Background: an optimization exercise with open tools, aiming at small area, a short achievable clock period and few clock cycles. Do not read the settings as production practice.
At most, simulation tests tie the RTL to the original design; equivalence was not proved.
Power is estimated from default activity; no workload was simulated.

the reference run:
Design ahb_lite_fir_filter, start of the top module:
module ahb_lite_fir_filter
(
  input  wire        clk,
  input  wire        n_rst,
  input  wire        hsel,
  input  wire [3:0]  haddr,
  input  wire        hsize,
  input  wire [1:0]  htrans,
  input  wire        hwrite,
  input  wire [15:0] hwdata,
  output reg  [15:0] hrdata,
  output reg         hresp
);
==> module ahb_lite_fir_filter, before the edit <==
module ahb_lite_fir_filter
(
  input  wire        clk,
  input  wire        n_rst,
  input  wire        hsel,
  input  wire [3:0]  haddr,
  input  wire        hsize,
  input  wire [1:0]  htrans,
  input  wire        hwrite,
  input  wire [15:0] hwdata,
  output reg  [15:0] hrdata,
  output reg         hresp
);
  wire xfer   = hsel & (htrans == 2'd2);
  wire wr_ok  = (haddr >= 4'd4) & (haddr <= 4'd14);
  always_comb hresp = xfer & (hwrite ? ~wr_ok : (haddr == 4'd15));
  reg        wp;           
  reg [3:0]  pa;           
  reg        ps;           
  always_ff @(posedge clk, negedge n_rst)
    if (!n_rst) wp <= 1'b0;
    else        wp <= xfer & hwrite & wr_ok;
  always_ff @(posedge clk) begin
    pa <= haddr;
    ps <= hsize;
  end
  wire wlo = wp & (ps | ~pa[0]);
  wire whi = wp & (ps |  pa[0]);
  reg [15:0] smp;                  
  reg [15:0] f0, f1, f2, f3;       
  reg [15:0] c0, c1, c2, c3;       
  reg [15:0] x1, x2;               
  reg        vc, vx1, vx2;         
  reg [17:0] acc;                  
  reg [15:0] res;                  
  reg        err;
  reg [15:0] mr;                   
  reg [15:0] ma;                   
  reg [8:0]  bone;                 
  reg [7:0]  btwo, bneg;
  reg s_0;                         
  reg u;                           
  reg s_c1;                        
  reg s_c2;                        
  reg s_c3;                        
  reg s_a3;                        
  reg g2;                          
  wire sel_smp = pa[3:1] == 3'd2;
  wire start   = wp & sel_smp;
  wire wr14    = wp & (pa == 4'd14);
  wire load    = wr14 & hwdata[0];
  wire [15:0] smp_n = {whi & sel_smp ? hwdata[15:8] : smp[15:8],
                       wlo & sel_smp ? hwdata[7:0]  : smp[7:0]};
  reg  [15:0] bn;
  wire [8:0]  bn_one;
  wire [7:0]  bn_two, bn_neg;
  wire [15:0] m;
  always_comb
    bn = ({16{start & vc}} & c0) | ({16{s_0 & vc}} & c1) |
         ({16{s_c1 & vc}} & c2) | ({16{s_c2 & vc}} & c3);
  fir_booth ENC (.b(bn), .one(bn_one), .two(bn_two), .neg(bn_neg));
  always_ff @(posedge clk) begin
    ma <= ({16{start | wr14 | s_0}} & smp_n) | ({16{s_c1 & vx1}} & x1) |
          ({16{s_c2 & vx2}} & x2);
    bone <= bn_one;
    btwo <= bn_two;
    bneg <= bn_neg;
  end
  fir_mul MUL (.a(ma), .one(bone), .two(btwo), .neg(bneg), .m(m));
  wire        sub  = g2 | s_c3;
  wire [17:0] opa  = s_c2 ? 18'd0 : acc;
  wire [17:0] sum  = sub ? opa - {2'b0, mr} : opa + {2'b0, mr};
  wire err_now = (~acc[17] & acc[16]) | (acc[17] & (mr > acc[15:0]));
  always_ff @(posedge clk)
    mr <= m;
  always_ff @(posedge clk, negedge n_rst) begin
    if (!n_rst) begin
      smp <= '0;
      f0 <= '0; f1 <= '0; f2 <= '0; f3 <= '0;
      vc <= 1'b0; vx1 <= 1'b0; vx2 <= 1'b0;
      acc <= '0;
      res <= '0;
      err <= 1'b0;
      s_0 <= 1'b0; u <= 1'b0; s_c1 <= 1'b0; s_c2 <= 1'b0; s_c3 <= 1'b0;
      s_a3 <= 1'b0; g2 <= 1'b0;
    end else begin
      smp <= smp_n;
      if (wlo && pa[3:1] == 3'd3) f0[7:0]  <= hwdata[7:0];
      if (whi && pa[3:1] == 3'd3) f0[15:8] <= hwdata[15:8];
      if (wlo && pa[3:1] == 3'd4) f1[7:0]  <= hwdata[7:0];
      if (whi && pa[3:1] == 3'd4) f1[15:8] <= hwdata[15:8];
      if (wlo && pa[3:1] == 3'd5) f2[7:0]  <= hwdata[7:0];
      if (whi && pa[3:1] == 3'd5) f2[15:8] <= hwdata[15:8];
      if (wlo && pa[3:1] == 3'd6) f3[7:0]  <= hwdata[7:0];
      if (whi && pa[3:1] == 3'd6) f3[15:8] <= hwdata[15:8];
      if (start) begin
        vx1 <= 1'b1;
        vx2 <= vx1;
      end
      if (load)
        vc <= 1'b1;
      s_0  <= start | load;
      u    <= start;
      s_c1 <= s_0;
      g2   <= s_0 & u;
      s_c2 <= s_c1;
      s_c3 <= s_c2;
      s_a3 <= s_c3;
      if (load)
        err <= 1'b0;
      else if (g2)
        err <= err_now;
      if (g2)
        res <= sum[17] ? 16'd0 - sum[15:0] : sum[15:0];
      if (s_c2 | s_c3 | s_a3)
        acc <= sum;
    end
  end
  always_ff @(posedge clk) begin
    if (start) begin
      x1 <= smp;
      x2 <= x1;
    end
    if (load) begin
      c0 <= f0; c1 <= f1; c2 <= f2; c3 <= f3;
    end
  end
  reg [7:0] blo, bhi;
  always_comb begin
    case (pa[3:1])
      3'd0:    begin blo = {7'b0, s_0}; bhi = {7'b0, g2 ? err_now : err}; end
      3'd1:    begin blo = res[7:0];     bhi = res[15:8];   end
      3'd2:    begin blo = smp[7:0];     bhi = smp[15:8];   end
      3'd3:    begin blo = f0[7:0];      bhi = f0[15:8];    end
      3'd4:    begin blo = f1[7:0];      bhi = f1[15:8];    end
      3'd5:    begin blo = f2[7:0];      bhi = f2[15:8];    end
      3'd6:    begin blo = f3[7:0];      bhi = f3[15:8];    end
      default: begin blo = 8'd0;         bhi = 8'd0;        end
    endcase
    hrdata = {(ps | pa[0]) ? bhi : 8'd0, (ps | ~pa[0]) ? blo : 8'd0};
  end
endmodule
Settings: LEC_CHECK=0, CAP_MARGIN=20, CORE_MARGIN=2, CORE_UTILIZATION=40, CTS_BUF_LIST=sky130_fd_sc_hd__clkbuf_16, CTS_CLUSTER_DIAMETER=80, CTS_CLUSTER_SIZE=25, SLEW_MARGIN=20; clock period 11.0 ns.
standard.sh (not shown) runs the stock make flow with config.mk's settings and CLKGATE_MAP_FILE= SYNTH_SCRIPT=/design/flow/synth_recipe.tcl, a recipe that flattens the netlist after the stock synthesis.
==> flow/flow/run.sh <==
#!/bin/bash
set -uo pipefail
export SETUP_SLACK_MARGIN=6.0
export BUFFER_PORTS_ARGS="-buffer_cell sky130_fd_sc_hd__buf_2"
bash standard.sh > standard.log 2>&1
#### Input delta (the trial run over the reference run)
diff --git a/flow/design.v b/flow/design.v
--- a/flow/design.v
+++ b/flow/design.v
@@ -1075,10 +1075,22 @@
   wire start   = wp & sel_smp;
   wire wr14    = wp & (pa == 4'd14);
   wire load    = wr14 & hwdata[0];
   wire [15:0] smp_n = {whi & sel_smp ? hwdata[15:8] : smp[15:8],
                        wlo & sel_smp ? hwdata[7:0]  : smp[7:0]};
+  function automatic gt16(input [15:0] a, input [15:0] b);
+    reg [15:0] g, l;
+    integer w, i;
+    g = a & ~b;
+    l = ~a & b;
+    for (w = 1; w < 16; w = w * 2)
+      for (i = 0; i < 16; i = i + 2 * w) begin
+        g[i] = g[i + w] | (~l[i + w] & g[i]);
+        l[i] = l[i + w] | (~g[i + w] & l[i]);
+      end
+    gt16 = g[0];
+  endfunction
   reg  [15:0] bn;
   wire [8:0]  bn_one;
   wire [7:0]  bn_two, bn_neg;
   wire [15:0] m;
   always_comb
@@ -1091,14 +1103,18 @@
     bone <= bn_one;
     btwo <= bn_two;
     bneg <= bn_neg;
   end
   fir_mul MUL (.a(ma), .one(bone), .two(btwo), .neg(bneg), .m(m));
+  wire        mgt  = gt16(mr, acc[15:0]);
+  wire        dneg = acc[17] | mgt;
   wire        sub  = g2 | s_c3;
   wire [17:0] opa  = s_c2 ? 18'd0 : acc;
-  wire [17:0] sum  = sub ? opa - {2'b0, mr} : opa + {2'b0, mr};
-  wire err_now = (~acc[17] & acc[16]) | (acc[17] & (mr > acc[15:0]));
+  wire [17:0] opb  = sub ? ~{2'b0, mr} : {2'b0, mr};
+  wire        cin  = s_c3 | (g2 & ~dneg);
+  wire [17:0] sum  = opa + opb + {17'd0, cin};
+  wire err_now = (~acc[17] & acc[16]) | (acc[17] & mgt);
   always_ff @(posedge clk)
     mr <= m;
   always_ff @(posedge clk, negedge n_rst) begin
     if (!n_rst) begin
       smp <= '0;
@@ -1135,11 +1151,11 @@
       if (load)
         err <= 1'b0;
       else if (g2)
         err <= err_now;
       if (g2)
-        res <= sum[17] ? 16'd0 - sum[15:0] : sum[15:0];
+        res <= sum[15:0] ^ {16{dneg}};
       if (s_c2 | s_c3 | s_a3)
         acc <= sum;
     end
   end
   always_ff @(posedge clk) begin
@@ -1149,20 +1165,28 @@
     end
     if (load) begin
       c0 <= f0; c1 <= f1; c2 <= f2; c3 <= f3;
     end
   end
-  reg [7:0] blo, bhi;
+  reg [6:0] rlo, rhi;
+  wire      rd = xfer & ~hwrite;
+  always_ff @(posedge clk) begin
+    for (int k = 0; k < 7; k++) begin
+      rlo[k] <= rd & (haddr[3:1] == k) & (hsize | ~haddr[0]);
+      rhi[k] <= rd & (haddr[3:1] == k) & (hsize |  haddr[0]);
+    end
+  end
+  wire [15:0] g0 = {7'b0, g2 ? err_now : err, 7'b0, s_0};
+  wire [15:0] r_hl [0:6];
+  assign r_hl[0] = g0;
+  assign r_hl[1] = res;
+  assign r_hl[2] = smp;
+  assign r_hl[3] = f0;
+  assign r_hl[4] = f1;
+  assign r_hl[5] = f2;
+  assign r_hl[6] = f3;
   always_comb begin
-    case (pa[3:1])
-      3'd0:    begin blo = {7'b0, s_0}; bhi = {7'b0, g2 ? err_now : err}; end
-      3'd1:    begin blo = res[7:0];     bhi = res[15:8];   end
-      3'd2:    begin blo = smp[7:0];     bhi = smp[15:8];   end
-      3'd3:    begin blo = f0[7:0];      bhi = f0[15:8];    end
-      3'd4:    begin blo = f1[7:0];      bhi = f1[15:8];    end
-      3'd5:    begin blo = f2[7:0];      bhi = f2[15:8];    end
-      3'd6:    begin blo = f3[7:0];      bhi = f3[15:8];    end
-      default: begin blo = 8'd0;         bhi = 8'd0;        end
-    endcase
-    hrdata = {(ps | pa[0]) ? bhi : 8'd0, (ps | ~pa[0]) ? blo : 8'd0};
+    hrdata = 16'd0;
+    for (int k = 0; k < 7; k++)
+      hrdata = hrdata | ({{8{rhi[k]}}, {8{rlo[k]}}} & r_hl[k]);
   end
 endmodule
## What came out
- The signal arrival time at the worst endpoint in the trial run sits 260 ps below the value recorded for the reference run.
- Sort the reference run and the trial run by least setup slack across all paths after layout desc -> top: the trial run
- Combinational power | the trial run below the reference run
- Against the reference run, area of the mapped netlist in the trial run came out better.
- The critical path depth of the trial run is lower than that of the reference run.
- In the tables for the reference run and the trial run, final critical delay including setup and external delays reads lower with the trial run.
- Compared with the reference run, the trial run shows a lower global routing usage on met1.
- Share of cell area taken by flip-flops and latches: higher on the trial run
- Diff the reference run -> the trial run: wire length after detailed routing fell about 6%; fmax rose 5.2%.
Testbench counts of the trial run, summed over its fixed seeds: cycles 4,104.
No functional check of the RTL was part of the reference run.

-- static timing again, ports no longer ideal --
How much do the figures lean on ideal ports? The routed layouts below were timed once more, with nothing changed but the port constraints. Step 1 sets driving cells, clkbuf_16 on the clock port and buf_2 on the other inputs (assumed; they add their load-dependent delay and slew). Step 2 times the ports against the registers' clock, not the clock port: input delays grow and output delays shrink by t, the midpoint of the rising clock arrivals with the driver on. a / b / c = no drivers / after step 1 / after step 2; a / b = the first two.
run	t (ns)	setup WS [ns]	pins driven straight from the clock port
the reference run	0.553	5.769 / 5.716 / 5.902	1
the trial run	0.554	6.025 / 5.975 / 5.975	1
After both steps setup and hold are still met in every run listed. The setup slack of the trial run, which loses most, moves by -0.050 ns with the drivers and by -0.050 ns with both steps.
